From an optimization exercise on the open Yosys and OpenROAD flow, aimed at small area and a short achievable clock period; shortcuts taken in it are not production practice. In this exercise RTL edits were held to simulation tests only and were not proved equivalent to the original. Power is estimated from default activity; no workload was simulated.

## flow/flow/run.sh

```bash
#!/bin/bash
# The standard layout (standard.sh), with these changes:
# - synthesis leaves adders to ABC instead of mapping them onto the library's
#   full- and half-adder cells, and ABC maps with flow/abc.script (registers are
#   mapped exactly as in the standard synthesis);
# - every input and output port still gets its own buffer, but a plain buf_1
#   instead of the delay buffer the default picks (timing repair upsizes the
#   ones that need it).
set -euo pipefail
W=$(pwd)
export FLOW_SYNTH_TCL=$W/synth_recipe.tcl
bash standard.sh SYNTH_SCRIPT=$W/flow/my_synth.tcl ADDER_MAP_FILE= \
  ABC_SCRIPT_OVERRIDE=$W/flow/abc.script \
  "BUFFER_PORTS_ARGS=-buffer_cell sky130_fd_sc_hd__buf_1" finish > standard_flow.log 2>&1
```

## flow/flow/abc.script

```
&get -n
&st
&dch -f
&nf -R 0
&put
topo
stime -c
buffer -c
upsize -c
dnsize -c
```

## flow/flow/my_synth.tcl

```tcl
# The standard flow's synthesis script (synth_recipe.tcl in the flow's work folder, sourced
# unchanged), with ABC's mapping script replaced by the file named in
# ABC_SCRIPT_OVERRIDE. Only the combinational mapping changes; registers are
# mapped exactly as in the standard synthesis.
proc abc {args} {
  if { [info exists ::env(ABC_SCRIPT_OVERRIDE)] && $::env(ABC_SCRIPT_OVERRIDE) ne "" } {
    set i [lsearch -exact $args -script]
    if { $i >= 0 } { lset args [expr { $i + 1 }] $::env(ABC_SCRIPT_OVERRIDE) }
  }
  yosys abc {*}$args
}
source $::env(FLOW_SYNTH_TCL)
```

## flow/standard.sh

```bash
#!/bin/bash
# synth_recipe.tcl (not shown) runs the flow's synth.tcl, then flattens the netlist and writes it again
# the make line also repeats each setting of config.mk as NAME=value (left out here)
make -C /OpenROAD-flow-scripts/flow DESIGN_CONFIG=/design/flow/config.mk WORK_HOME=/design/flow/orfs CLKGATE_MAP_FILE= SYNTH_SCRIPT=/design/flow/synth_recipe.tcl "${@:-finish}"
```

## flow/config.mk

```make
export PLATFORM = sky130hd
export DESIGN_NAME = fir_transpose_nom
export DESIGN_NICKNAME = fir_transpose_nom
export VERILOG_FILES = /design/flow/design.v
export SDC_FILE = /design/flow/constraint.sdc
export NUM_CORES = 4
export LEC_CHECK = 0
export CAP_MARGIN = 20
export CORE_MARGIN = 2
export CORE_UTILIZATION = 60
export SETUP_SLACK_MARGIN = 3.3
export SLEW_MARGIN = 20
```

## flow/constraint.sdc

```tcl
create_clock -name core_clock -period 6.0 [get_ports {clk}]
set_input_delay 1.2000 -clock core_clock [delete_from_list [all_inputs] [get_ports {clk}]]
set_output_delay 1.2000 -clock core_clock [all_outputs]
set_load 0.01 [all_outputs]
```

## flow/design.v

```verilog
module mult (
    input  [7:0] m1,
    input  [7:0] m2,
    input  [7:0] m3,
    input  [7:0] m4,
    input  [7:0] m5,
    input  [7:0] m6,
    input  [7:0] m7,
    input  [6:0] n1,
    input  [6:0] n2,
    input  [4:0] c,
    output [3:0] r0,     
    output [4:0] r1,     
    output       cy      
);
    wire sel0 = c[2:0] == 3'd1;
    wire sel1 = c[2:0] == 3'd2;
    wire sel2 = c[2:0] == 3'd3;
    wire sel3 = c[2:0] == 3'd4;
    wire sel4 = c[2:0] == 3'd5;
    wire sel5 = c[2:0] == 3'd6;
    wire sel6 = c[2:0] == 3'd7;
    wire R7 = (sel0 & m1[3]) | (sel1 & m2[3]) | (sel2 & m3[3]) | (sel3 & m4[3]) | (sel4 & m5[3]) | (sel5 & m6[3]) | (sel6 & m7[3]);
    wire R8 = (sel0 & m1[4]) | (sel1 & m2[4]) | (sel2 & m3[4]) | (sel3 & m4[4]) | (sel4 & m5[4]) | (sel5 & m6[4]) | (sel6 & m7[4]);
    wire R9 = (sel0 & m1[5]) | (sel1 & m2[5]) | (sel2 & m3[5]) | (sel3 & m4[5]) | (sel4 & m5[5]) | (sel5 & m6[5]) | (sel6 & m7[5]);
    wire R10 = (sel0 & m1[6]) | (sel1 & m2[6]) | (sel2 & m3[6]) | (sel3 & m4[6]) | (sel4 & m5[6]) | (sel5 & m6[6]) | (sel6 & m7[6]);
    wire R11 = (sel0 & m1[7]) | (sel1 & m2[7]) | (sel2 & m3[7]) | (sel3 & m4[7]) | (sel4 & m5[7]) | (sel5 & m6[7]) | (sel6 & m7[7]);
    wire e12 = ~c[4] & c[3];
    wire e13 = c[4] & c[3];
    wire e14 = c[4] & ~c[3];
    wire Q15 = (e12 & m1[0]) | (e13 & n1[0]) | (e14 & n2[0]);
    wire Q16 = (e12 & m1[1]) | (e13 & n1[1]) | (e14 & n2[1]);
    wire Q17 = (e12 & m1[2]) | (e13 & n1[2]) | (e14 & n2[2]);
    wire Q18 = (e12 & m1[3]) | (e13 & n1[3]) | (e14 & n2[3]);
    wire Q19 = (e12 & m1[4]) | (e13 & n1[4]) | (e14 & n2[4]);
    wire Q20 = (e12 & m1[5]) | (e13 & n1[5]) | (e14 & n2[5]);
    assign r0 = {R11, R10, R9, R8};
    assign r1 = {Q20, Q19, Q18, Q17, Q16};
    assign cy = R7 & Q15;
endmodule
module add_sat (
    input  [3:0] r0,    
    input  [4:0] r1,    
    input        cy,    
    input  [4:0] s,     
    output [4:0] out
);
    wire        r1_32 = (r1 == 5'b10000);
    wire        r1_6  = r1[4] & ~r1_32;
    wire [5:0]  a = {{2{r0[3]}}, r0};
    wire [5:0]  b = {r1_6, r1};
    wire [5:0]  c = {s[4], s};
    wire [5:0]  t = a + b + c + {5'b0, cy};
    wire        flip = r1_32 & ~|r0;
    wire        t5 = t[5] ^ flip;
    wire        ovf = t5 ^ t[4];
    assign out = ovf ? {t5, {4{~t5}}} : t[4:0];
endmodule
module fir_transpose_nom #(
    parameter DATA_WIDTH      = 5,
    parameter TAP_COEFF_WIDTH = 5,
    parameter NUM_TAPS        = 50
)(
    input                               clk,
    input                               rst,
    input  signed [DATA_WIDTH-1:0]      in,
    output signed [DATA_WIDTH-1:0]      out,
    input  [NUM_TAPS*TAP_COEFF_WIDTH-1:0] tap_coeffs
);
logic [NUM_TAPS-1:0][9:0] row_q;
logic [NUM_TAPS-1:0][9:0] row_d;
logic [NUM_TAPS-1:0][4:0] part_flopped;
logic [NUM_TAPS-1:0][4:0] sum_d;
logic                     live;
logic [7:0] m1;
logic [7:0] m2;
logic [7:0] m3;
logic [7:0] m4;
logic [7:0] m5;
logic [7:0] m6;
logic [7:0] m7;
logic [6:0] n1, n2;
always @(*) begin
    case (in)
    5'd0: begin m1 = 8'd0; m2 = 8'd0; m3 = 8'd0; m4 = 8'd0; m5 = 8'd0; m6 = 8'd0; m7 = 8'd0; n1 = 7'd0; n2 = 7'd0; end
    5'd1: begin m1 = 8'd1; m2 = 8'd2; m3 = 8'd3; m4 = 8'd4; m5 = 8'd5; m6 = 8'd6; m7 = 8'd7; n1 = 7'd127; n2 = 7'd126; end
    5'd2: begin m1 = 8'd2; m2 = 8'd4; m3 = 8'd6; m4 = 8'd8; m5 = 8'd10; m6 = 8'd12; m7 = 8'd14; n1 = 7'd126; n2 = 7'd124; end
    5'd3: begin m1 = 8'd3; m2 = 8'd6; m3 = 8'd9; m4 = 8'd12; m5 = 8'd15; m6 = 8'd18; m7 = 8'd21; n1 = 7'd125; n2 = 7'd122; end
    5'd4: begin m1 = 8'd4; m2 = 8'd8; m3 = 8'd12; m4 = 8'd16; m5 = 8'd20; m6 = 8'd24; m7 = 8'd28; n1 = 7'd124; n2 = 7'd120; end
    5'd5: begin m1 = 8'd5; m2 = 8'd10; m3 = 8'd15; m4 = 8'd20; m5 = 8'd25; m6 = 8'd30; m7 = 8'd35; n1 = 7'd123; n2 = 7'd118; end
    5'd6: begin m1 = 8'd6; m2 = 8'd12; m3 = 8'd18; m4 = 8'd24; m5 = 8'd30; m6 = 8'd36; m7 = 8'd42; n1 = 7'd122; n2 = 7'd116; end
    5'd7: begin m1 = 8'd7; m2 = 8'd14; m3 = 8'd21; m4 = 8'd28; m5 = 8'd35; m6 = 8'd42; m7 = 8'd49; n1 = 7'd121; n2 = 7'd114; end
    5'd8: begin m1 = 8'd8; m2 = 8'd16; m3 = 8'd24; m4 = 8'd32; m5 = 8'd40; m6 = 8'd48; m7 = 8'd56; n1 = 7'd120; n2 = 7'd112; end
    5'd9: begin m1 = 8'd9; m2 = 8'd18; m3 = 8'd27; m4 = 8'd36; m5 = 8'd45; m6 = 8'd54; m7 = 8'd63; n1 = 7'd119; n2 = 7'd110; end
    5'd10: begin m1 = 8'd10; m2 = 8'd20; m3 = 8'd30; m4 = 8'd40; m5 = 8'd50; m6 = 8'd60; m7 = 8'd70; n1 = 7'd118; n2 = 7'd108; end
    5'd11: begin m1 = 8'd11; m2 = 8'd22; m3 = 8'd33; m4 = 8'd44; m5 = 8'd55; m6 = 8'd66; m7 = 8'd77; n1 = 7'd117; n2 = 7'd106; end
    5'd12: begin m1 = 8'd12; m2 = 8'd24; m3 = 8'd36; m4 = 8'd48; m5 = 8'd60; m6 = 8'd72; m7 = 8'd84; n1 = 7'd116; n2 = 7'd104; end
    5'd13: begin m1 = 8'd13; m2 = 8'd26; m3 = 8'd39; m4 = 8'd52; m5 = 8'd65; m6 = 8'd78; m7 = 8'd91; n1 = 7'd115; n2 = 7'd102; end
    5'd14: begin m1 = 8'd14; m2 = 8'd28; m3 = 8'd42; m4 = 8'd56; m5 = 8'd70; m6 = 8'd84; m7 = 8'd98; n1 = 7'd114; n2 = 7'd100; end
    5'd15: begin m1 = 8'd15; m2 = 8'd30; m3 = 8'd45; m4 = 8'd60; m5 = 8'd75; m6 = 8'd90; m7 = 8'd105; n1 = 7'd113; n2 = 7'd98; end
    5'd16: begin m1 = 8'd240; m2 = 8'd224; m3 = 8'd208; m4 = 8'd192; m5 = 8'd176; m6 = 8'd160; m7 = 8'd144; n1 = 7'd16; n2 = 7'd32; end
    5'd17: begin m1 = 8'd241; m2 = 8'd226; m3 = 8'd211; m4 = 8'd196; m5 = 8'd181; m6 = 8'd166; m7 = 8'd151; n1 = 7'd15; n2 = 7'd30; end
    5'd18: begin m1 = 8'd242; m2 = 8'd228; m3 = 8'd214; m4 = 8'd200; m5 = 8'd186; m6 = 8'd172; m7 = 8'd158; n1 = 7'd14; n2 = 7'd28; end
    5'd19: begin m1 = 8'd243; m2 = 8'd230; m3 = 8'd217; m4 = 8'd204; m5 = 8'd191; m6 = 8'd178; m7 = 8'd165; n1 = 7'd13; n2 = 7'd26; end
    5'd20: begin m1 = 8'd244; m2 = 8'd232; m3 = 8'd220; m4 = 8'd208; m5 = 8'd196; m6 = 8'd184; m7 = 8'd172; n1 = 7'd12; n2 = 7'd24; end
    5'd21: begin m1 = 8'd245; m2 = 8'd234; m3 = 8'd223; m4 = 8'd212; m5 = 8'd201; m6 = 8'd190; m7 = 8'd179; n1 = 7'd11; n2 = 7'd22; end
    5'd22: begin m1 = 8'd246; m2 = 8'd236; m3 = 8'd226; m4 = 8'd216; m5 = 8'd206; m6 = 8'd196; m7 = 8'd186; n1 = 7'd10; n2 = 7'd20; end
    5'd23: begin m1 = 8'd247; m2 = 8'd238; m3 = 8'd229; m4 = 8'd220; m5 = 8'd211; m6 = 8'd202; m7 = 8'd193; n1 = 7'd9; n2 = 7'd18; end
    5'd24: begin m1 = 8'd248; m2 = 8'd240; m3 = 8'd232; m4 = 8'd224; m5 = 8'd216; m6 = 8'd208; m7 = 8'd200; n1 = 7'd8; n2 = 7'd16; end
    5'd25: begin m1 = 8'd249; m2 = 8'd242; m3 = 8'd235; m4 = 8'd228; m5 = 8'd221; m6 = 8'd214; m7 = 8'd207; n1 = 7'd7; n2 = 7'd14; end
    5'd26: begin m1 = 8'd250; m2 = 8'd244; m3 = 8'd238; m4 = 8'd232; m5 = 8'd226; m6 = 8'd220; m7 = 8'd214; n1 = 7'd6; n2 = 7'd12; end
    5'd27: begin m1 = 8'd251; m2 = 8'd246; m3 = 8'd241; m4 = 8'd236; m5 = 8'd231; m6 = 8'd226; m7 = 8'd221; n1 = 7'd5; n2 = 7'd10; end
    5'd28: begin m1 = 8'd252; m2 = 8'd248; m3 = 8'd244; m4 = 8'd240; m5 = 8'd236; m6 = 8'd232; m7 = 8'd228; n1 = 7'd4; n2 = 7'd8; end
    5'd29: begin m1 = 8'd253; m2 = 8'd250; m3 = 8'd247; m4 = 8'd244; m5 = 8'd241; m6 = 8'd238; m7 = 8'd235; n1 = 7'd3; n2 = 7'd6; end
    5'd30: begin m1 = 8'd254; m2 = 8'd252; m3 = 8'd250; m4 = 8'd248; m5 = 8'd246; m6 = 8'd244; m7 = 8'd242; n1 = 7'd2; n2 = 7'd4; end
    5'd31: begin m1 = 8'd255; m2 = 8'd254; m3 = 8'd253; m4 = 8'd252; m5 = 8'd251; m6 = 8'd250; m7 = 8'd249; n1 = 7'd1; n2 = 7'd2; end
    endcase
end
always @ (posedge clk or posedge rst) begin
    if (rst) begin
        live         <= 1'b0;
        part_flopped <= '0;
    end
    else begin
        live         <= 1'b1;
        part_flopped <= sum_d;
    end
end
always @ (posedge clk)
    row_q <= row_d;
assign out = part_flopped[0];
genvar i;
for (i=0; i<NUM_TAPS; i=i+1) begin: tap
    wire [4:0] c = tap_coeffs[5*i +: 5];
    wire [4:0] s = (i == NUM_TAPS-1) ? 5'b0 : part_flopped[(i+1)%NUM_TAPS];
    wire [4:0] sum;
    mult mult (.m1(m1), .m2(m2), .m3(m3), .m4(m4), .m5(m5), .m6(m6), .m7(m7),
               .n1(n1), .n2(n2), .c(c), .r0(row_d[i][3:0]), .r1(row_d[i][8:4]), .cy(row_d[i][9]));
    add_sat add_sat (.r0(row_q[i][3:0]), .r1(row_q[i][8:4]), .cy(row_q[i][9]), .s(s), .out(sum));
    assign sum_d[i] = live ? sum : 5'b0;
end
endmodule
```

==> impl_metrics.ini, run 1 <==
[outcome]
status = complete, no violations

[sta]
slew_violations = 0
hold_viol = 0
finalSetupViolations = 0
max_slew_margin_pct = 17.8
tns_ns = 0
fmax_ghz = 0.368
grt_setup_unrepaired = yes
clock_skew_ns = 0.0230
worstMarginPinSlew_ns = 1.23
holdWs_ns = 0.546
fin_crit_sh_pct = 45.3
period_minus_slack_ns = 2.72

[critical_path]
cp.required_ns = 6.48
cp-end-kind = register
worstPathArrival_ns = 3.20
rrSetupSlack_ns = 3.37
cp_num_buf_inv = 2
cpPeakStageDelay_ns = 0.40
r2r_cells = 7
path_common_cell = nand2_2
crit_slowest_cell = a21oi_4
critPathTopFamily = simple AND/OR/NAND/NOR gates
criticalPathCategory = in2reg
startpoint_type = input pin
r2r_end = part_flopped[137]$_DFF_PP0_
crit_chain = clkbuf_16 -> nand2_2 -> nand2_2 -> a21oi_4 -> or2_4 -> buf_4 -> o221a_2 -> o21ai_0
crit_fanout = 47
r2r-start = row_q[276]$_DFF_P_

[yosys]
synthAdderAreaFrac_pct = 4.94
synth_edf_count = 0
synth_cells = 6129
synth_top_family_by_area = simple AND/OR/NAND/NOR gates
yosysWarnings = 1
async_flop_share_pct = 33.4
ys.flop_type = dfxtp_1
avgSynthCellArea_um2 = 8.88
synth-simple-area-share_pct = 22.1
synth_seq_cells = 751
syn-num-nets = 6386
ys_types = 70
yosys.area.top_type = dfxtp_1
ys_seq_area_share_pct = 29.9
synth_compound_area_share_pct = 19.0
synthTopCellsByArea = dfxtp_1 (18%), dfrtp_1 (12%), xnor3_1 (6.8%), nand2_1 (5.5%), xor3_1 (4.7%)
synth_xor_area_share_pct = 20.4
synthMuxAreaShare_pct = 0.0207
syn_area_mm2 = 0.0544
synth.top_cell.area_share_pct = 18.4

[cts]
cts_hold_buf = 0
clkSinkCount = 751
root_buffer = clkbuf_16
clk_pin_slew_ns = 0.06
ctsHtreeMaxLevel = 3
clk_latency_ns = 0.67
cts_tree = done
cts_made_buffers = 85
cts.path.max_buffers = 3

[route]
drt_iter0_drc = 5008
drc = 0
vias = 48700
drt-vias-per-instance = 6.49
ant_nets = 0
firstDrtPassIters = 7
routedWlPerCell_um = 23.7
routed_wl_um = 177000

[hold_path]
min_path_cells = 4
hold_end = part_flopped[50]$_DFF_PP0_
hold_class = reg2reg
min_from = row_q[109]$_DFF_P_

[floorplan]
start_util_pct = 60.5
ioPinCount = 262
core_mm2 = 0.0900
die_area_mm2 = 0.0931
die_h_um = 305
die_w_um = 305
num_rows = 110

[grt]
grt_use_total_pct = 36.9
grt_pass1_vias = 45800
antenna_found_initial = 49
grt_first_pass_wirelength_um = 268000
grt_max_degree = 138
overflow = 0

[layout]
fin_nets = 6477
fin_area_mm2 = 0.0601
seqCellArea_mm2 = 0.0163
synthToLayoutAreaGrowth_pct = 10.5
fill_cells = 7492
multi_input_area_mm2 = 0.0368
drive_gt1_share_pct = 6.60

[placement]
dpl-instance-area_mm2 = 0.0563
dp_hpwl_um = 116000
io_buffers = 261
gp_congestion = 0.903

[pwr]
p_per_area_mw_per_mm2 = 446
ir_worst_vdd_uv = 367
leakage_nw = 25.3

[run]
cap_violations = 0
## metrics by stage
step	total power (W)	utilization (%)	cells	setup slack [ns]
6_report	0.0268	66.8	7500	3.28
5_1_grt	0.0285	66.8	7484	3.19
4_1_cts	0.0266	66.5	7452	3.21
3_5_place_dp	0.0210	62.6	7260	1.53
3_3_place_gp	0.0208	62.6	7260	1.62
2_1_floorplan	0.0184	-	6129	1.50
## how the worst max path moves through the flow
stage,start,to,slack (ns),cells after the start
finish,in[1],row_q[472]$_DFF_P_,3.28,8
global route,row_q[276]$_DFF_P_,part_flopped[137]$_DFF_PP0_,3.19,7
CTS,live$_DFF_PP0_,part_flopped[183]$_DFF_PP0_,3.21,4
detailed placement,in[1],row_q[161]$_DFF_P_,1.53,9
global placement,in[1],row_q[181]$_DFF_P_,1.62,9
floorplan,rst,live$_DFF_PP0_,1.50,1
## area by class of cell
| cell class | count | area share, % |
|---|---|---|
| Tap cell | 1176 | 2.45 |
| Clock inverter | 28 | 0.547 |
| Multi-Input combinational cell | 4872 | 61.1 |
| Inverter | 162 | 1.02 |
| Clock buffer | 126 | 4.20 |
| Sequential cell | 751 | 27.1 |
| Antenna cell | 37 | 0.154 |
| Timing Repair Buffer | 348 | 3.41 |
## cells by family after synthesis
logic type	Yosys count
compound gates	1441
buf+inv	515
fa+ha+maj	267
flops	751
simple gates	2358
xor+xnor	795
mux	1
other cells	1
## registers in the layout, summed over array words and instances, names as in the netlist
signal,flops
part_flopped,250
row_q,500
live,1
## metal layers
layer / wire (um) / vias to the layer above / GRT usage (%)
met5: 307 / - / 0
met3: 17700 / 511 / 8.96
met1: 74600 / 23300 / 50.0
met4: 7330 / 44 / 15.7
met2: 77500 / 2202 / 56.5
li1: - / 22600 / -
## synthesized netlist by cell type (all sizes together) (31+ instances only)
master / count
nand2: 802
dfxtp: 500
nand3: 381
o21ai: 333
nor2: 273
maj3: 267
xnor2: 265
xor2: 257
clkbuf: 252
dfrtp: 251
a21oi: 236
nor2b: 175
xnor3: 165
inv: 162
nor3b: 144
a22oi: 127
xor3: 108
buf: 101
nand3b: 101
o211ai: 95
nand2b: 88
nor3: 85
a221oi: 84
and3: 70
a31oi: 65
nor4: 63
o31a: 63
a222oi: 51
o221ai: 51
or2: 50
o311a: 48
o211a: 47
and2: 42
o31ai: 41
o22ai: 40
a211oi: 31
## timing repair
item	CTS	global route
gates resized for setup	47	27
setup endpoints to repair	434	192
setup buffers	31	8
gates cloned	7	3
pin swaps	13	7
## worst register-to-register path, stage by stage, from the launching register on
cell      delay [ns]
dfxtp_1         0.38
xor3_1          0.48
xnor2_2         0.27
o21ai_1         0.14
o211ai_1        0.29
nor3b_1         0.33
o31ai_1         0.19
a21oi_1         0.41
## cells in the final DEF, fill, tap and decap left out, types with 63 or more instances in the layout
| cell type | synthesis | final |
|---|---|---|
| nand3_1 | 381 | 381 |
| nor3_1 | 75 | 74 |
| and3_1 | 70 | 70 |
| nor3b_1 | 144 | 144 |
| xor3_1 | 108 | 108 |
| a221oi_1 | 84 | 84 |
| a31oi_1 | 65 | 65 |
| nor2_1 | 273 | 266 |
| xnor2_1 | 235 | 227 |
| xor2_1 | 256 | 250 |
| dfrtp_1 | 251 | 250 |
| clkbuf_16 | 0 | 93 |
| a22oi_1 | 127 | 126 |
| xnor3_1 | 165 | 165 |
| o21ai_0 | 244 | 228 |
| nor2b_1 | 175 | 175 |
| nand3b_1 | 101 | 101 |
| o211ai_1 | 76 | 76 |
| nand2_1 | 802 | 798 |
| a21oi_1 | 236 | 231 |
| buf_1 | 67 | 256 |
| o21ai_1 | 89 | 100 |
| dfxtp_1 | 500 | 500 |
| inv_1 | 162 | 160 |
| o31a_1 | 63 | 63 |
| nand2b_1 | 88 | 87 |
| maj3_1 | 255 | 255 |
## power by group
part / internal [W] / switching [W]
Sequential: 0.00617 / 0.00107
Combinational: 0.00661 / 0.00755
Clock: 0.00321 / 0.00221
==> run 2: changes to the inputs <==
==> flow/flow/abc.script (replaced) <==
&get -n
&st
&dch -f
&nf -R 1000
&put
topo
stime -c
buffer -c
upsize -c
dnsize -c
--- a/flow/config.mk
+++ b/flow/config.mk
@@ -8,5 +8,5 @@
 export CAP_MARGIN = 20
 export CORE_MARGIN = 2
 export CORE_UTILIZATION = 60
-export SETUP_SLACK_MARGIN = 3.3
+export SETUP_SLACK_MARGIN = 3.0
 export SLEW_MARGIN = 20
==> impl_metrics.ini, run 2 <==
[sta]
finalSetupViolations = 0
hold_viol = 0
max_slew_margin_pct = 23.7
slew_violations = 0
clock_skew_ns = 0.0234
tns_ns = 0
worstMarginPinSlew_ns = 1.14
period_minus_slack_ns = 3.00
fmax_ghz = 0.333
fin_crit_sh_pct = 50.0
grt_setup_unrepaired = yes

[placement]
gp_congestion = 0.901
io_buffers = 261
dp.cells = 7300
dp_hpwl_um = 105000

[route]
routedWlPerCell_um = 21.2
firstDrtPassIters = 7
drc = 0
drt-vias-per-instance = 6.28
routed_wl_um = 159000
vias = 47200
ant_nets = 0
drt_iter0_drc = 4305

[pwr]
cellInternalPower_w = 0.0143
switchingPower_w = 0.0101
leakage_nw = 20.8
clkPwrFrac_pct = 22.0
p_total_w = 0.0244
ir_worst_vdd_uv = 338
p_sw_share_pct = 41.3
p_per_area_mw_per_mm2 = 438
power.share.combinational_pct = 48.4
seq_power_share_pct = 29.6

[yosys]
ys_types = 64
async_flop_share_pct = 33.4
yosysWarnings = 1
synth_cells = 6258
synth_edf_count = 0
synth_most_common_cell = nand2_1
syn-num-nets = 6515
synth_commonest_cells = nand2_1 (869), xnor2_1 (720), dfxtp_1 (500), nand3_1 (414), o21ai_0 (351)
ys.flop_type = dfxtp_1
yosys.area.top_type = dfxtp_1
syn_area_mm2 = 0.0506
avgSynthCellArea_um2 = 8.08
ys_seq_area_share_pct = 32.2
synth.top_cell.area_share_pct = 19.8
synth_seq_cells = 751
synthTopCellsByArea = dfxtp_1 (20%), xnor2_1 (12%), dfrtp_1 (12%), nand2_1 (6.5%), xor2_1 (5.0%)

[floorplan]
ioPinCount = 262
start_util_pct = 60.5
num_rows = 106
die_w_um = 294
die_h_um = 294
die_area_mm2 = 0.0866
core_mm2 = 0.0836

[grt]
grt_use_total_pct = 35.6
use_met1_pct = 46.5
grt_first_pass_wirelength_um = 243000
use_met2_pct = 56.9
antenna_found_initial = 40
grtUsageMet3_pct = 6.86
grt_pass1_vias = 43600
grt-busiest-layer = met2
grt_max_degree = 146
overflow = 0

[run]
cap_violations = 0

[layout]
synthToLayoutAreaGrowth_pct = 10.1
largest_reg_flops = 500
final_common_cell = nand2_1
top_regs = row_q x500, part_flopped x250, live x1
seqCellArea_mm2 = 0.0163
fin_nets = 6588
stdcell_count = 7514
final_cell_mix = nand2_1 (866), xnor2_1 (712), dfxtp_1 (500)
multi_input_area_mm2 = 0.0330
top_register = row_q
fill_cells = 7105
drive_gt1_share_pct = 4.29

[critical_path]
cp-end-kind = register
crit_chain = buf_8 -> buf_8 -> nand2_1 -> nand2_2 -> a21oi_2 -> nor2_4 -> a22oi_1 -> o211ai_1
worstPathArrival_ns = 3.53
crit_fanout = 29
crit_slowest_cell = nor2_4
startpoint_type = input pin
criticalPathCategory = in2reg
path_common_cell = buf_8
cpPeakStageDelay_ns = 0.80
cp.required_ns = 6.53
cp_num_buf_inv = 2
critPathTopFamily = simple AND/OR/NAND/NOR gates

[cts]
clk_pin_slew_ns = 0.06
cts_tree = done
cts_made_buffers = 84
cts.path.max_buffers = 3
ctsHtreeMaxLevel = 3
clk_latency_ns = 0.65
root_buffer = clkbuf_16
clkSinkCount = 751

[outcome]
status = complete, no violations

[hold_path]
hold_class = reg2reg
==> run 2: changes by cell type in the layout (fill, tap and decap cells not counted), sizes merged, moves of 52 or more <==
| cell | before | now |
|---|---|---|
| or2 | 53 | 1 |
| xnor3 | 165 | 0 |
| inv | 162 | 73 |
| and2 | 44 | 124 |
| xnor2 | 265 | 720 |
| a21oi | 236 | 336 |
| nand2 | 803 | 869 |
| xor3 | 108 | 0 |
| a31oi | 65 | 127 |
==> run 2: final timing paths <==
kind                                          endpoint  slack (ns)                       start  cells past startpoint
hold / removal             part_flopped[210]$_DFF_PP0_        0.57          row_q[429]$_DFF_P_                      2
max in group asynchronous   part_flopped[20]$_DFF_PP0_        4.05                         rst                      3
setup reg to reg            part_flopped[47]$_DFF_PP0_        3.33  part_flopped[50]$_DFF_PP0_                     10
setup / recovery                    row_q[492]$_DFF_P_        3.00                       in[1]                      8
hold reg to reg            part_flopped[210]$_DFF_PP0_        0.57          row_q[429]$_DFF_P_                      2
min in group asynchronous  part_flopped[133]$_DFF_PP0_        0.70                         rst                      2
==> run 2: kinds of logic (layout without fill, tap and decap cells) <==
| family | count (synthesis) | count (layout) | synth area share [%] |
|---|---|---|---|
| flops | 751 | 751 | 32.2 |
| fa+ha+maj | 225 | 225 | 4.46 |
| xor+xnor | 1009 | 1009 | 17.5 |
| simple gates | 2442 | 2444 | 24.5 |
| buf+inv | 424 | 566 | 3.22 |
| compound gates | 1406 | 1407 | 18.2 |
| other cells | 1 | 32 | 0.00742 |
==> run 2: worst register-to-register path, delay by kind of cell, from the launching register on <==
kind	cells	cell delay (ns)
fa+ha+maj	1	0.41
flops	1	0.45
xor+xnor	3	0.88
simple gates	4	0.50
compound gates	2	0.30
==> run 2: metal layers <==
metal | routed length (um) | vias to the layer above | part of all wire (%)
met5 | 257 | - | 0.16
met4 | 7540 | 38 | 4.7
met3 | 14600 | 469 | 9.2
met2 | 70800 | 2022 | 44
met1 | 66200 | 22100 | 42
li1 | - | 22500 | -
==> run 2: timing repair <==
| item | CTS | global route |
|---|---|---|
| resized for setup | 23 | 20 |
| buffers inserted | 20 | 2 |
| pin swaps | 8 | 2 |
| hold buffers | 0 | 0 |
| endpoints found under the setup margin | 389 | 172 |
| gates cloned | 2 | 1 |
==> run 2: power by group through the flow <==
| stage | logic (W) | clock network (W) | registers [W] |
|---|---|---|---|
| global route | 0.0131 | 0.00563 | 0.00733 |
| finish | 0.0118 | 0.00537 | 0.00721 |
| CTS | 0.0117 | 0.00542 | 0.00720 |
| detailed placement | 0.0115 | 0 | 0.00727 |
| floorplan | 0.00960 | 0 | 0.00695 |
| global placement | 0.0113 | 0 | 0.00726 |
==> run 2: stage by stage <==
step                util [%]  area (um2)  setup slack, ns  hold WS [ns]
floorplan                  -       50600             1.50         0.521
global route            66.6       55600             2.89         0.603
global placement        62.6       52300             1.58         0.555
detailed placement      62.6       52300             1.53         0.552
CTS                     66.4       55500             2.98         0.568
finish                  66.6       55700             3.00         0.565
==> run 2: final cells by class <==
cell class / instances / area share, %
antenna: 31 / 0.139
clock buffer: 124 / 4.49
clock inverter: 34 / 0.656
inverter: 71 / 0.486
multi-input combinational: 5086 / 59.3
sequential: 751 / 29.3
tap: 1080 / 2.43
timing repair buffer: 337 / 3.21
==> run 3: changes to the inputs <==
--- a/flow/config.mk
+++ b/flow/config.mk
@@ -8,5 +8,5 @@
 export CAP_MARGIN = 20
 export CORE_MARGIN = 2
 export CORE_UTILIZATION = 60
-export SETUP_SLACK_MARGIN = 3.0
+export SETUP_SLACK_MARGIN = 3.6
 export SLEW_MARGIN = 20
==> impl_metrics.ini, run 3 <==
[outcome]
status = complete, no violations

[layout]
largest_reg_flops = 500
final_common_cell = nand2_1
top_regs = row_q x500, part_flopped x250, live x1
drive_gt1_share_pct = 15.0
fin_nets = 6800
top_register = row_q
fill_cells = 6303
final_cell_mix = nand2_1 (833), xnor2_1 (599), dfxtp_1 (474)
synthToLayoutAreaGrowth_pct = 21.5

[route]
drc = 0
drt-vias-per-instance = 6.40
routedWlPerCell_um = 23.0
routed_wl_um = 178000
drt_iter0_drc = 5032
ant_nets = 0
firstDrtPassIters = 9
vias = 49400

[cts]
cts_tree = done
clkSinkCount = 751
clk_latency_ns = 0.65
cts.path.max_buffers = 3
cts_made_buffers = 85
root_buffer = clkbuf_16
ctsHtreeMaxLevel = 3
cts_hold_buf = 0
clk_pin_slew_ns = 0.06

[grt]
grt_max_degree = 122
antenna_found_initial = 46
grt_use_total_pct = 37.4
grt_pass1_vias = 44400
overflow = 0
grt_first_pass_wirelength_um = 253000

[yosys]
synth_seq_cells = 751
synthTopCellsByArea = dfxtp_1 (20%), xnor2_1 (12%), dfrtp_1 (12%), nand2_1 (6.5%), xor2_1 (5.0%)
avgSynthCellArea_um2 = 8.08
ys_seq_area_share_pct = 32.2
ys_types = 64
ys.flop_type = dfxtp_1
syn_area_mm2 = 0.0506
synth_most_common_cell = nand2_1
synth_commonest_cells = nand2_1 (869), xnor2_1 (720), dfxtp_1 (500), nand3_1 (414), o21ai_0 (351)
synth_cells = 6258
yosys.area.top_type = dfxtp_1
async_flop_share_pct = 33.4
syn-num-nets = 6515
synth_edf_count = 0
yosysWarnings = 1
synth.top_cell.area_share_pct = 19.8

[sta]
worstMarginPinSlew_ns = 1.07
fin_crit_sh_pct = 43.4
period_minus_slack_ns = 2.61
fmax_ghz = 0.384
finalSetupViolations = 0
grt_setup_unrepaired = yes
slew_violations = 0
hold_viol = 0
clock_skew_ns = 0.0192
max_slew_margin_pct = 28.5
tns_ns = 0

[pwr]
p_per_area_mw_per_mm2 = 460
clkPwrFrac_pct = 19.0
p_total_w = 0.0283
power.share.combinational_pct = 55.2
seq_power_share_pct = 25.8
ir_worst_vdd_uv = 434
p_sw_share_pct = 41.9
leakage_nw = 23.2
switchingPower_w = 0.0119
cellInternalPower_w = 0.0164

[critical_path]
cp-end-kind = register
r2r_cells = 8
timing.critical_path.from = part_flopped[66]$_DFF_PP0_
r2r-start = part_flopped[66]$_DFF_PP0_
crit_end = part_flopped[63]$_DFF_PP0_
cp.required_ns = 6.50
crit_fanout = 4
startpoint_type = register
criticalPathCategory = reg2reg
r2r_end = part_flopped[63]$_DFF_PP0_
worstPathArrival_ns = 3.11
rrSetupSlack_ns = 3.39

[placement]
io_buffers = 261
dp_hpwl_um = 104000
gp_congestion = 0.919

[floorplan]
die_area_mm2 = 0.0866
core_mm2 = 0.0836
die_w_um = 294
die_h_um = 294
start_util_pct = 60.5
ioPinCount = 262
num_rows = 106

[hold_path]
hold_class = reg2reg

[run]
cap_violations = 0
## run 3: cell count changes in the layout (fill, tap and decap cells not counted), moves of 47 or more
cell	delta
a21oi_1	-47
o21ai_1	+87
o21ai_0	-107
xnor2_2	+107
a31oi_1	-56
xnor2_1	-113
xor2_1	-57
buf_4	+133
## run 3: critical path, stage by stage, from the launching register on
cell	delay (ns)
dfrtp_1	0.42
maj3_1	0.38
nor2_1	0.43
a31oi_4	0.08
a21oi_1	0.30
xor2_1	0.29
buf_4	0.19
xor2_2	0.22
a21oi_1	0.15
## run 3: layout make-up
class	instances	area [um2]	share of cell area, %
multi-input combinational	5089	36300	59.0
sequential	751	16300	26.6
timing repair buffer	545	4300	7.00
clock buffer	126	2510	4.08
tap	1080	1350	2.20
clock inverter	29	329	0.536
inverter	71	270	0.440
antenna	34	85.1	0.138
## run 3: worst min-delay path by stage
stage	from	endpoint	slack, ns	depth (start not counted)
after global routing	rst	part_flopped[90]$_DFF_PP0_	0.59	3
after CTS	rst	part_flopped[99]$_DFF_PP0_	0.55	3
after floorplan	row_q[299]$_DFF_P_	part_flopped[145]$_DFF_PP0_	0.52	2
after detailed placement	row_q[299]$_DFF_P_	part_flopped[145]$_DFF_PP0_	0.55	2
after global placement	row_q[99]$_DFF_P_	part_flopped[45]$_DFF_PP0_	0.56	2
final	row_q[99]$_DFF_P_	part_flopped[45]$_DFF_PP0_	0.56	2
## run 3: cell families after synthesis
group | after synthesis | share of synthesized area (%)
simple gates | 2442 | 24.5
compound gates | 1406 | 18.2
xor+xnor | 1009 | 17.5
flops | 751 | 32.2
buf+inv | 424 | 3.22
fa+ha+maj | 225 | 4.46
other cells | 1 | 0.00742
## run 3: stage by stage
step | area, um2 | util (%) | cells | hold WS [ns] | setup WS (ns)
6_report | 61400 | 73.5 | 7725 | 0.562 | 3.39
3_5_place_dp | 52900 | 63.3 | 7299 | 0.548 | 1.58
4_1_cts | 57800 | 69.2 | 7575 | 0.547 | 3.58
5_1_grt | 61400 | 73.5 | 7713 | 0.586 | 3.41
2_1_floorplan | 51900 | - | 6258 | 0.521 | 1.50
3_3_place_gp | 52900 | 63.3 | 7299 | 0.565 | 1.67
## run 3: power by group through the flow
stage | Sequential, W | Clock, W | Combinational (W)
global placement | 0.00726 | 0 | 0.0114
finish | 0.00730 | 0.00536 | 0.0156
CTS | 0.00719 | 0.00540 | 0.0127
global route | 0.00740 | 0.00559 | 0.0169
floorplan | 0.00695 | 0 | 0.00975
detailed placement | 0.00727 | 0 | 0.0116
## run 3: repair_timing
action                                  4_1_cts  5_1_grt
endpoints found under the hold margin         0        0
resized for setup                           149      513
pin swaps                                    86      175
endpoints found under the setup margin      597      423
setup buffers                               104      109
gates cloned                                 17        7
## run 3: metal layers
metal	global-route usage [%]	wire (um)
met1	49.1	70400
met2	58.8	78400
met3	7.35	18100
met4	18.1	10400
met5	0	209
==> run 4: changes to the inputs <==
--- a/flow/config.mk
+++ b/flow/config.mk
@@ -7,6 +7,6 @@
 export LEC_CHECK = 0
 export CAP_MARGIN = 20
 export CORE_MARGIN = 2
-export CORE_UTILIZATION = 60
-export SETUP_SLACK_MARGIN = 3.6
+export CORE_UTILIZATION = 68
+export SETUP_SLACK_MARGIN = 3.3
 export SLEW_MARGIN = 20
==> impl_metrics.ini, run 4 <==
[outcome]
status = complete, no violations

[yosys]
avgSynthCellArea_um2 = 8.08
synth_commonest_cells = nand2_1 (869), xnor2_1 (720), dfxtp_1 (500), nand3_1 (414), o21ai_0 (351)
yosysWarnings = 1
synth_edf_count = 0
synth_cells = 6258
syn-num-nets = 6515
yosys.area.top_type = dfxtp_1
synth.top_cell.area_share_pct = 19.8
syn_area_mm2 = 0.0506
ys_seq_area_share_pct = 32.2
synth_most_common_cell = nand2_1
ys_types = 64
ys.flop_type = dfxtp_1
async_flop_share_pct = 33.4
synthTopCellsByArea = dfxtp_1 (20%), xnor2_1 (12%), dfrtp_1 (12%), nand2_1 (6.5%), xor2_1 (5.0%)
synth_seq_cells = 751

[floorplan]
ioPinCount = 262
die_h_um = 277
die_area_mm2 = 0.0766
num_rows = 99
die_w_um = 277
start_util_pct = 69.0
core_mm2 = 0.0733

[cts]
cts_hold_buf = 0
cts.path.max_buffers = 3
clk_latency_ns = 0.67
clk_pin_slew_ns = 0.07
ctsHtreeMaxLevel = 3
cts_tree = done
root_buffer = clkbuf_16
cts_made_buffers = 81
clkSinkCount = 751

[placement]
gp_congestion = 0.918
dp_hpwl_um = 104000
io_buffers = 261

[layout]
largest_reg_flops = 500
top_register = row_q
finish.utilization_pct = 77.0
drive_gt1_share_pct = 5.46
final_cell_mix = nand2_1 (865), xnor2_1 (699), dfxtp_1 (500)
synthToLayoutAreaGrowth_pct = 11.7
fin_nets = 6623
final_common_cell = nand2_1
top_regs = row_q x500, part_flopped x250, live x1

[critical_path]
worstPathArrival_ns = 3.32
rrSetupSlack_ns = 3.39
criticalPathCategory = in2reg
crit_chain = clkbuf_16 -> and2_4 -> nor2_2 -> xor2_4 -> buf_4 -> a21oi_1 -> a21oi_1
path_common_cell = a21oi_1
r2r-start = part_flopped[60]$_DFF_PP0_
r2r_end = part_flopped[55]$_DFF_PP0_
timing.critical_path.from = in[1]
crit_end = row_q[309]$_DFF_P_
cpPeakStageDelay_ns = 0.53
startpoint_type = input pin
worst-path-stages = 7
cp-end-kind = register
crit_fanout = 35
r2r_cells = 8
crit_slowest_cell = xor2_4
critPathTopFamily = buffers and inverters
cp.required_ns = 6.59
cp_num_buf_inv = 2

[sta]
tns_ns = 0
holdWs_ns = 0.576
fmax_ghz = 0.366
fin_crit_sh_pct = 45.6
worstMarginPinSlew_ns = 1.04
clock_skew_ns = 0.0265
grt_setup_unrepaired = yes
slew_violations = 0
period_minus_slack_ns = 2.73
max_slew_margin_pct = 30.9
hold_viol = 0
finalSetupViolations = 0

[pwr]
leakage_nw = 21.2
p_per_area_mw_per_mm2 = 442
ir_worst_vdd_uv = 354

[grt]
grt_pass1_vias = 45800
overflow = 0
grt_use_total_pct = 40.6
grt_max_degree = 151
grt_first_pass_wirelength_um = 248000
antenna_found_initial = 44

[run]
cap_violations = 0

[route]
drt-vias-per-instance = 6.57
vias = 48800
routedWlPerCell_um = 22.4
drt_iter0_drc = 5579
ant_nets = 0
firstDrtPassIters = 10
drc = 0
routed_wl_um = 166000

[hold_path]
hold_class = reg2reg
[run 4: through the flow]
step	cell area, um2	total power, W	instances	setup slack, ns
3_3_place_gp	52200	0.0185	7176	1.53
3_5_place_dp	52300	0.0188	7177	1.40
2_1_floorplan	51000	0.0166	6258	1.50
4_1_cts	55600	0.0244	7363	3.24
6_report	56500	0.0250	7434	3.27
5_1_grt	56500	0.0265	7416	3.23
[run 4: timing repair]
| action | CTS | global route |
|---|---|---|
| gates cloned | 5 | 8 |
| buffers inserted | 30 | 22 |
| gates resized for setup | 48 | 89 |
| pin swaps | 11 | 33 |
| endpoints found under the setup margin | 416 | 318 |
[run 4: power breakdown]
part	total [W]	internal, W	leakage, nW	switching [W]
Combinational	0.0124	0.00518	12.4	0.00719
Clock	0.00535	0.00317	1.39	0.00217
Sequential	0.00723	0.00619	7.39	0.00105
Total	0.0250	0.0145	21.2	0.0104
[run 4: area by class of cell]
| cell class | instances | area [um2] |
|---|---|---|
| multi-input combinational | 5087 | 33400 |
| fill | 5497 | 16800 |
| sequential | 751 | 16300 |
| timing repair buffer | 374 | 2420 |
| clock buffer | 115 | 2390 |
| tap | 959 | 1200 |
| clock inverter | 36 | 434 |
| inverter | 71 | 270 |
| antenna | 41 | 103 |
[run 4: worst reg2reg max path, cell delays in order (launching register included)]
cell     delay, ns
dfrtp_1       0.43
maj3_1        0.40
xnor2_1       0.27
nand3_1       0.16
a31oi_1       0.36
a21oi_1       0.17
xnor2_2       0.28
xor2_2        0.28
a21oi_1       0.14
[run 4: routing by layer]
metal / track usage [%] / share of wire, % / up-vias
met5: 0 / 0.075 / -
met2: 66.4 / 45 / 2645
met4: 21.0 / 5.6 / 20
met3: 9.61 / 12 / 655
li1: - / - / 22600
met1: 50.1 / 38 / 22900
[run 4: worst min path at each step]
stage	startpoint	end	slack, ns	depth (start not counted)
final	row_q[99]$_DFF_P_	part_flopped[45]$_DFF_PP0_	0.58	2
after global routing	row_q[99]$_DFF_P_	part_flopped[45]$_DFF_PP0_	0.61	2
after CTS	row_q[99]$_DFF_P_	part_flopped[45]$_DFF_PP0_	0.58	2
after detailed placement	row_q[99]$_DFF_P_	part_flopped[45]$_DFF_PP0_	0.54	2
after global placement	row_q[99]$_DFF_P_	part_flopped[45]$_DFF_PP0_	0.55	2
after floorplan	row_q[299]$_DFF_P_	part_flopped[145]$_DFF_PP0_	0.52	2
[run 4: cells by family (layout without fill, tap and decap cells)]
kind of cell    after synthesis  count (layout)  share of synthesized area, %
compound gates             1406            1407                          18.2
xor+xnor                   1009            1009                          17.5
fa+ha+maj                   225             225                          4.46
buf+inv                     424             596                          3.22
flops                       751             751                          32.2
other cells                   1              42                       0.00742
simple gates               2442            2445                          24.5
==> run 5: changes to the inputs <==
--- a/flow/config.mk
+++ b/flow/config.mk
@@ -7,6 +7,6 @@
 export LEC_CHECK = 0
 export CAP_MARGIN = 20
 export CORE_MARGIN = 2
-export CORE_UTILIZATION = 68
+export CORE_UTILIZATION = 45
 export SETUP_SLACK_MARGIN = 3.3
 export SLEW_MARGIN = 20
==> impl_metrics.ini, run 5 <==
[cts]
cts_hold_buf = 0
ctsHtreeMaxLevel = 3
clk_latency_ns = 0.70
cts.path.max_buffers = 3
clkSinkCount = 751
root_buffer = clkbuf_16
cts_made_buffers = 87
cts_tree = done
clk_pin_slew_ns = 0.06

[pwr]
p_total_w = 0.0254
clkPwrFrac_pct = 22.8
switchingPower_w = 0.0105
leakage_nw = 21.4
p_per_area_mw_per_mm2 = 441
seq_power_share_pct = 28.4
ir_worst_vdd_uv = 285
power.share.combinational_pct = 48.7
cellInternalPower_w = 0.0149
p_sw_share_pct = 41.3

[layout]
drive_gt1_share_pct = 5.74
final_common_cell = nand2_1
top_register = row_q
final_cell_mix = nand2_1 (866), xnor2_1 (698), dfxtp_1 (500)
fill_cells = 10700
multi_input_area_mm2 = 0.0334
top_regs = row_q x500, part_flopped x250, live x1
synthToLayoutAreaGrowth_pct = 13.7
largest_reg_flops = 500
fin_nets = 6628
seqCellArea_mm2 = 0.0163

[grt]
grt_pass1_vias = 44000
overflow = 0
grt_first_pass_wirelength_um = 260000
grt_max_degree = 114
antenna_found_initial = 62
grt_use_total_pct = 28.9

[route]
firstDrtPassIters = 9
vias = 47400
drt_iter0_drc = 4784
drt-vias-per-instance = 5.95
drc = 0
routedWlPerCell_um = 22.0
ant_nets = 0
routed_wl_um = 176000

[critical_path]
startpoint_type = input pin
worstPathArrival_ns = 3.25
cpPeakStageDelay_ns = 0.46
cp_num_buf_inv = 3
rrSetupSlack_ns = 3.45
path_common_cell = buf_8
critPathTopFamily = simple AND/OR/NAND/NOR gates
r2r-start = part_flopped[210]$_DFF_PP0_
cp-end-kind = register
crit_slowest_cell = or3b_2
criticalPathCategory = in2reg
crit_chain = buf_8 -> buf_16 -> nand2_2 -> nand2_4 -> a21oi_2 -> a22oi_2 -> buf_8 -> o22ai_1 -> or3b_2
cp.required_ns = 6.55
worst-path-stages = 9
r2r_end = part_flopped[208]$_DFF_PP0_
r2r_cells = 8
crit_fanout = 16

[yosys]
synthMuxAreaShare_pct = 0
synth_most_common_cell = nand2_1
avgSynthCellArea_um2 = 8.08
synth_top_family_by_area = simple AND/OR/NAND/NOR gates
synth_commonest_cells = nand2_1 (869), xnor2_1 (720), dfxtp_1 (500), nand3_1 (414), o21ai_0 (351)
synth_cells = 6258
syn-num-nets = 6515
synth_xor_area_share_pct = 17.5
ys_types = 64
synthTopCellsByArea = dfxtp_1 (20%), xnor2_1 (12%), dfrtp_1 (12%), nand2_1 (6.5%), xor2_1 (5.0%)
synth_compound_area_share_pct = 18.2
synth-simple-area-share_pct = 24.5
ys.flop_type = dfxtp_1
synthAdderAreaFrac_pct = 4.46
async_flop_share_pct = 33.4
ys_seq_area_share_pct = 32.2
yosysWarnings = 1
synth_edf_count = 0
syn_area_mm2 = 0.0506
yosys.area.top_type = dfxtp_1
synth_seq_cells = 751
synth.top_cell.area_share_pct = 19.8

[sta]
fin_crit_sh_pct = 45.0
max_slew_margin_pct = 33.2
finalSetupViolations = 0
fmax_ghz = 0.371
hold_viol = 0
period_minus_slack_ns = 2.70
grt_setup_unrepaired = yes
clock_skew_ns = 0.0332
tns_ns = 0
worstMarginPinSlew_ns = 1.00
slew_violations = 0

[run]
cap_violations = 0

[hold_path]
hold_class = in2async

[placement]
dp_hpwl_um = 115000
gp_congestion = 0.870
io_buffers = 261

[floorplan]
die_w_um = 339
num_rows = 122
die_h_um = 339
core_mm2 = 0.111
die_area_mm2 = 0.115
ioPinCount = 262
start_util_pct = 45.5

[outcome]
status = complete, no violations
## run 5: power by group through the flow
stage | clock network [W] | registers [W] | logic (W)
6_report | 0.00579 | 0.00721 | 0.0124
4_1_cts | 0.00588 | 0.00720 | 0.0119
3_5_place_dp | 0 | 0.00728 | 0.0117
2_1_floorplan | 0 | 0.00695 | 0.00964
3_3_place_gp | 0 | 0.00728 | 0.0115
5_1_grt | 0.00606 | 0.00733 | 0.0137
## run 5: timing repair
item / 4_1_cts / 5_1_grt
setup endpoints to repair: 423 / 204
setup buffers: 37 / 12
cloned: 7 / 5
pin swaps: 12 / 26
resized for setup: 56 / 61
## run 5: worst max path at each step
stage / startpoint / slack, ns / to
CTS: in[4] / 3.30 / row_q[220]$_DFF_P_
global placement: in[0] / 1.62 / row_q[139]$_DFF_P_
floorplan: rst / 1.50 / live$_DFF_PP0_
global route: row_q[483]$_DFF_P_ / 3.28 / part_flopped[243]$_DFF_PP0_
detailed placement: in[0] / 1.60 / row_q[139]$_DFF_P_
finish: in[1] / 3.30 / row_q[321]$_DFF_P_
## run 5: kinds of logic (layout without fill, tap and decap cells)
group,count (synthesis),after routing
xor gates and xnor gates,1009,1011
and+or+nand+nor,2442,2445
AOI/OAI and AO/OA,1406,1406
adders and majority gates,225,225
buffers and inverters,424,606
DFF,751,751
other,1,44
## run 5: stage by stage
step / area, um2 / utilization [%] / std cells / worst slack (ns) / hold WS (ns)
after CTS: 56800 / 51.2 / 7916 / 3.30 / 0.431
after detailed placement: 52900 / 47.6 / 7709 / 1.60 / 0.553
final: 57500 / 51.7 / 7976 / 3.30 / 0.468
after global routing: 57400 / 51.7 / 7949 / 3.28 / 0.464
after global placement: 52900 / 47.6 / 7708 / 1.62 / 0.558
after floorplan: 51000 / - / 6258 / 1.50 / 0.521
## run 5: cell type report
type                            count  area share [%]
Sequential cell                   751            28.4
Clock buffer                      117            4.45
Clock inverter                     46           0.986
Antenna cell                       43           0.187
Timing Repair Buffer              372            4.19
Tap cell                         1488            3.24
Multi-Input combinational cell   5088            58.1
Inverter                           71           0.470
## run 5: per-layer routing
metal	up-vias	part of all wire (%)	track usage, %
met2	1927	45	46.3
met4	48	3.7	10.6
met3	450	10	7.72
met1	22400	41	37.3
li1	22600	-	-
met5	-	0.16	0
## run 5: worst register-to-register path, delay by kind of cell, from the launching register on
kind,cells,cell delay (ns)
compound gates,3,0.54
simple gates,1,0.14
flops,1,0.42
fa+ha+maj,1,0.41
xor+xnor,3,0.89
==> run 6: changes to the inputs <==
--- a/flow/config.mk
+++ b/flow/config.mk
@@ -7,6 +7,6 @@
 export LEC_CHECK = 0
 export CAP_MARGIN = 20
 export CORE_MARGIN = 2
-export CORE_UTILIZATION = 45
+export CORE_UTILIZATION = 60
 export SETUP_SLACK_MARGIN = 3.3
 export SLEW_MARGIN = 20
==> impl_metrics.ini, run 6 <==
[outcome]
status = complete, no violations

[pwr]
ir_worst_vdd_uv = 299
leakage_nw = 21.1
p_per_area_mw_per_mm2 = 441

[cts]
cts_tree = done
clk_latency_ns = 0.64
clk_pin_slew_ns = 0.06
clkSinkCount = 751
cts_hold_buf = 0
ctsHtreeMaxLevel = 3
cts.path.max_buffers = 3
root_buffer = clkbuf_16
cts_made_buffers = 85

[layout]
finish.utilization_pct = 67.6
stdcell_count = 7548
top_regs = row_q x500, part_flopped x250, live x1
synthToLayoutAreaGrowth_pct = 11.7
largest_reg_flops = 500
multi_input_area_mm2 = 0.0333
top_register = row_q
fin_nets = 6620
seqCellArea_mm2 = 0.0163
fill_cells = 7055
final_common_cell = nand2_1
final_cell_mix = nand2_1 (864), xnor2_1 (704), dfxtp_1 (500)
drive_gt1_share_pct = 5.19

[route]
drc = 0
firstDrtPassIters = 9
ant_nets = 0
drt_iter0_drc = 4857
routed_wl_um = 163000
vias = 47400
drt-vias-per-instance = 6.28
routedWlPerCell_um = 21.6

[critical_path]
criticalPathCategory = in2reg
crit_fanout = 13
r2r-start = part_flopped[145]$_DFF_PP0_
cpPeakStageDelay_ns = 0.36
crit_slowest_cell = o21ai_2
cp.required_ns = 6.47
crit_chain = clkbuf_16 -> buf_16 -> nand2_2 -> nand2_4 -> o21ai_2 -> xnor2_2 -> buf_8 -> nor2_1 -> a311oi_1 -> o221ai_1
r2r_cells = 8
rrSetupSlack_ns = 3.38
timing.critical_path.from = in[0]
worstPathArrival_ns = 3.23
startpoint_type = input pin
r2r_end = part_flopped[140]$_DFF_PP0_
cp-end-kind = register

[floorplan]
ioPinCount = 262
num_rows = 106
die_area_mm2 = 0.0866
start_util_pct = 60.5
core_mm2 = 0.0836
die_h_um = 294
die_w_um = 294

[run]
cap_violations = 0

[hold_path]
hold_class = in2async

[sta]
hold_viol = 0
grt_setup_unrepaired = yes
clock_skew_ns = 0.0155
fin_crit_sh_pct = 45.9
slew_violations = 0
fmax_ghz = 0.363
finalSetupViolations = 0
tns_ns = 0
period_minus_slack_ns = 2.75
worstMarginPinSlew_ns = 1.11
max_slew_margin_pct = 26.0

[yosys]
synth.top_cell.area_share_pct = 19.8
async_flop_share_pct = 33.4
synthTopCellsByArea = dfxtp_1 (20%), xnor2_1 (12%), dfrtp_1 (12%), nand2_1 (6.5%), xor2_1 (5.0%)
synth_most_common_cell = nand2_1
synth_edf_count = 0
yosys.area.top_type = dfxtp_1
ys_types = 64
ys.flop_type = dfxtp_1
ys_seq_area_share_pct = 32.2
avgSynthCellArea_um2 = 8.08
yosysWarnings = 1
synth_commonest_cells = nand2_1 (869), xnor2_1 (720), dfxtp_1 (500), nand3_1 (414), o21ai_0 (351)
synth_seq_cells = 751
synth_cells = 6258
syn-num-nets = 6515
syn_area_mm2 = 0.0506

[placement]
io_buffers = 261
dp_hpwl_um = 105000
gp_congestion = 0.910
dp.cells = 7304

[grt]
grt_pass1_vias = 44100
overflow = 0
antenna_found_initial = 35
grt_first_pass_wirelength_um = 248000
grt_use_total_pct = 36.5
grt_max_degree = 95
[run 6: cell counts after synthesis]
Identical to the previous run, type by type.
[run 6: final cells by class]
class	instances	share of cell area, %
Inverter	71	0.478
Clock buffer	133	4.56
Clock inverter	27	0.642
Tap cell	1080	2.39
Timing Repair Buffer	366	4.04
Sequential cell	751	28.8
Antenna cell	32	0.142
Multi-Input combinational cell	5088	58.9
[run 6: metrics by stage]
step	instance area [um2]	setup WS (ns)	power [W]	hold slack [ns]
6_report	56500	3.25	0.0249	0.519
5_1_grt	56400	3.21	0.0266	0.525
4_1_cts	56000	3.28	0.0245	0.503
3_5_place_dp	52400	1.52	0.0188	0.565
3_3_place_gp	52400	1.56	0.0186	0.560
2_1_floorplan	51000	1.50	0.0166	0.521
[run 6: power by group]
part / internal, W / switching [W]
registers: 0.00619 / 0.00100
logic: 0.00517 / 0.00705
clock network: 0.00330 / 0.00218
total: 0.0147 / 0.0102
[run 6: per-layer routing]
layer | global-route usage (%) | share of wire [%]
met2 | 60.0 | 46
met1 | 46.3 | 40
met4 | 15.6 | 4.2
met3 | 7.70 | 9.5
met5 | 0 | 0.098
[run 6: critical path, delay by kind of cell]
| family | cells | cell delay, ns |
|---|---|---|
| AOI/OAI and AO/OA | 3 | 0.90 |
| buffers and inverters | 3 | 0.60 |
| and+or+nand+nor | 3 | 0.29 |
| xor gates and xnor gates | 1 | 0.20 |
[run 6: logic make-up after synthesis]
logic type               Yosys count  share of synthesized area (%)
buffers and inverters            424                           3.22
flip-flops                       751                           32.2
AO/OA/AOI/OAI                   1406                           18.2
XOR/XNOR                        1009                           17.5
adder cells (fa/ha/maj)          225                           4.46
AND/OR/NAND/NOR                 2442                           24.5
other                              1                        0.00742
[run 6: how the worst max path moves through the flow]
stage | to | depth (start not counted)
after global placement | row_q[80]$_DFF_P_ | 9
after detailed placement | row_q[0]$_DFF_P_ | 9
after global routing | row_q[351]$_DFF_P_ | 9
after CTS | row_q[400]$_DFF_P_ | 8
final | row_q[410]$_DFF_P_ | 10
after floorplan | live$_DFF_PP0_ | 1
[run 6: timing repair]
action	4_1_cts	5_1_grt
resized for setup	52	54
setup endpoints to repair	419	216
buffers inserted	28	14
pin swaps	13	17
cloned	10	0
==> run 7: changes to the inputs <==
--- a/flow/config.mk
+++ b/flow/config.mk
@@ -7,6 +7,6 @@
 export LEC_CHECK = 0
 export CAP_MARGIN = 20
 export CORE_MARGIN = 2
-export CORE_UTILIZATION = 60
+export CORE_UTILIZATION = 50
 export SETUP_SLACK_MARGIN = 3.3
 export SLEW_MARGIN = 20
==> impl_metrics.ini, run 7 <==
[route]
routedWlPerCell_um = 22.1
firstDrtPassIters = 14
vias = 46900
routed_wl_um = 171000
drc = 0
drt-vias-per-instance = 6.04
ant_nets = 0
drt_iter0_drc = 4396

[yosys]
yosys.area.top_type = dfxtp_1
synthTopCellsByArea = dfxtp_1 (20%), xnor2_1 (12%), dfrtp_1 (12%), nand2_1 (6.5%), xor2_1 (5.0%)
avgSynthCellArea_um2 = 8.08
syn_area_mm2 = 0.0506
synth_commonest_cells = nand2_1 (869), xnor2_1 (720), dfxtp_1 (500), nand3_1 (414), o21ai_0 (351)
ys.flop_type = dfxtp_1
yosysWarnings = 1
synth_most_common_cell = nand2_1
syn-num-nets = 6515
synth.top_cell.area_share_pct = 19.8
ys_types = 64
synth_seq_cells = 751
synth_cells = 6258
synth_edf_count = 0
ys_seq_area_share_pct = 32.2
async_flop_share_pct = 33.4

[layout]
synthToLayoutAreaGrowth_pct = 12.5
top_register = row_q
final_cell_mix = nand2_1 (865), xnor2_1 (704), dfxtp_1 (500)
finish.utilization_pct = 56.8
stdcell_count = 7763
final_common_cell = nand2_1
fill_cells = 9294
top_regs = row_q x500, part_flopped x250, live x1
drive_gt1_share_pct = 5.48
fin_nets = 6619
largest_reg_flops = 500

[sta]
max_slew_margin_pct = 25.9
fin_crit_sh_pct = 45.1
hold_viol = 0
slew_violations = 0
clock_skew_ns = 0.0262
worstMarginPinSlew_ns = 1.11
fmax_ghz = 0.370
finalSetupViolations = 0
tns_ns = 0
period_minus_slack_ns = 2.70
grt_setup_unrepaired = yes

[floorplan]
start_util_pct = 50.5
ioPinCount = 262
core_mm2 = 0.100
num_rows = 116
die_area_mm2 = 0.104
die_w_um = 322
die_h_um = 322

[critical_path]
startpoint_type = input pin
worstPathArrival_ns = 3.25
cp-end-kind = register
r2r-start = part_flopped[195]$_DFF_PP0_
crit_fanout = 33
crit_slowest_cell = or3b_2
crit_chain = buf_8 -> nand2_1 -> nand2_2 -> a21oi_2 -> a22oi_2 -> clkbuf_8 -> o22ai_1 -> or3b_2
timing.critical_path.from = in[2]
criticalPathCategory = in2reg
crit_end = row_q[321]$_DFF_P_
r2r_cells = 8
r2r_end = part_flopped[190]$_DFF_PP0_
cp.required_ns = 6.55
cpPeakStageDelay_ns = 0.47
rrSetupSlack_ns = 3.43

[outcome]
status = complete, no violations

[run]
cap_violations = 0

[cts]
root_buffer = clkbuf_16
cts_hold_buf = 0
clk_latency_ns = 0.67
ctsHtreeMaxLevel = 3
cts_made_buffers = 90
clk_pin_slew_ns = 0.06
cts_tree = done
clkSinkCount = 751
cts.path.max_buffers = 3

[grt]
use_met1_pct = 41.6
overflow = 0
grt_use_total_pct = 31.5
grtUsageMet3_pct = 6.34
grt_first_pass_wirelength_um = 254000
use_met2_pct = 51.5
grt_max_degree = 134
grt_pass1_vias = 43400
antenna_found_initial = 42
grt-busiest-layer = met2

[hold_path]
hold_class = reg2reg
min_path_cells = 2

[placement]
dp_hpwl_um = 113000
dp.cells = 7526
gp_congestion = 0.898
io_buffers = 261

[pwr]
p_per_area_mw_per_mm2 = 442
ir_worst_vdd_uv = 260
leakage_nw = 21.2
==> run 7: cell counts after synthesis <==
Identical to the previous run, type by type.
==> run 7: layout make-up <==
type / instances / area [um2] / share of cell area (%)
tap: 1298 / 1620 / 2.86
clock inverter: 30 / 325 / 0.572
inverter: 71 / 270 / 0.475
multi-input combinational: 5088 / 33300 / 58.6
timing repair buffer: 360 / 2150 / 3.77
clock buffer: 139 / 2810 / 4.95
antenna: 26 / 65.1 / 0.114
sequential: 751 / 16300 / 28.6
==> run 7: cell families after synthesis <==
logic type | count (synthesis) | synth area share (%)
buffers and inverters | 424 | 3.22
adder cells (fa/ha/maj) | 225 | 4.46
flip-flops | 751 | 32.2
AO/OA/AOI/OAI | 1406 | 18.2
other | 1 | 0.00742
AND/OR/NAND/NOR | 2442 | 24.5
XOR/XNOR | 1009 | 17.5
==> run 7: report_power, final <==
| group | leakage, nW | switching [W] | internal [W] |
|---|---|---|---|
| combinational | 12.2 | 0.00707 | 0.00514 |
| clock | 1.55 | 0.00228 | 0.00348 |
| sequential | 7.39 | 0.00101 | 0.00619 |
| total | 21.2 | 0.0104 | 0.0148 |
==> run 7: how the worst min path moves through the flow <==
stage	slack, ns	startpoint	end
finish	0.56	row_q[429]$_DFF_P_	part_flopped[210]$_DFF_PP0_
global route	0.60	row_q[249]$_DFF_P_	part_flopped[120]$_DFF_PP0_
CTS	0.56	row_q[429]$_DFF_P_	part_flopped[210]$_DFF_PP0_
detailed placement	0.54	row_q[429]$_DFF_P_	part_flopped[210]$_DFF_PP0_
global placement	0.55	row_q[429]$_DFF_P_	part_flopped[210]$_DFF_PP0_
floorplan	0.52	row_q[299]$_DFF_P_	part_flopped[145]$_DFF_PP0_
==> run 7: routing by layer <==
metal | vias up | wire length (um)
li1 | 22500 | -
met1 | 22200 | 72900
met2 | 1776 | 78000
met3 | 361 | 15200
met4 | 34 | 5090
met5 | - | 219
==> run 7: stage by stage <==
stage	hold slack, ns	worst slack, ns	cell area (um2)	total power (W)
floorplan	0.521	1.50	51000	0.0166
global placement	0.545	1.75	52700	0.0188
detailed placement	0.544	1.68	52700	0.0189
CTS	0.565	3.15	56300	0.0249
global route	0.602	3.23	56900	0.0270
finish	0.561	3.30	56900	0.0252
==> run 7: timing repair <==
action	CTS	global route
setup endpoints to repair	420	307
setup buffers	20	11
gates resized for setup	46	65
pin swaps	9	20
gates cloned	2	9
==> run 7: critical path, delay by kind of cell <==
kind                   cells  cell delay [ns]
and+or+nand+nor            3             0.86
AOI/OAI and AO/OA          3             0.49
buffers and inverters      2             0.67

## port drivers added, routing unchanged
Ports are ideal in the flow. The routed layouts listed here were re-timed in OpenROAD. Step 1: set_driving_cell puts a clkbuf_16 on clk and a buf_2 on each other input, an assumption about the parent block. Step 2, shift: input delay + t, output delay - t, t = (earliest + latest rising clock arrival at the registers) / 2. This alone moves slack from input paths to output paths. Three values: no drivers, after step 1, after step 2; two values: the first two.
run | t, ns | setup WS [ns] | clock arrival spread, ns | worst slew at a driven data input, ns
run 1 | 0.738 | 3.284 / 3.309 / 2.571 | 0.026 / 0.026 | 0.20
run 2 | 0.711 | 2.998 / 2.998 / 2.287 | 0.028 / 0.028 | 0.16
run 3 | 0.714 | 3.395 / 3.220 / 2.506 | 0.024 / 0.023 | 0.33
run 4 | 0.726 | 3.266 / 3.141 / 2.415 | 0.031 / 0.030 | 0.24
run 5 | 0.754 | 3.303 / 3.136 / 2.382 | 0.041 / 0.041 | 0.29
run 6 | 0.708 | 3.246 / 3.138 / 2.430 | 0.017 / 0.018 | 0.27
run 7 | 0.734 | 3.296 / 3.128 / 2.394 | 0.032 / 0.032 | 0.27
After both steps setup and hold are still met in every run listed. For run 5, which loses most, drivers alone change the setup slack by -0.167 ns; drivers and shift together by -0.921 ns.
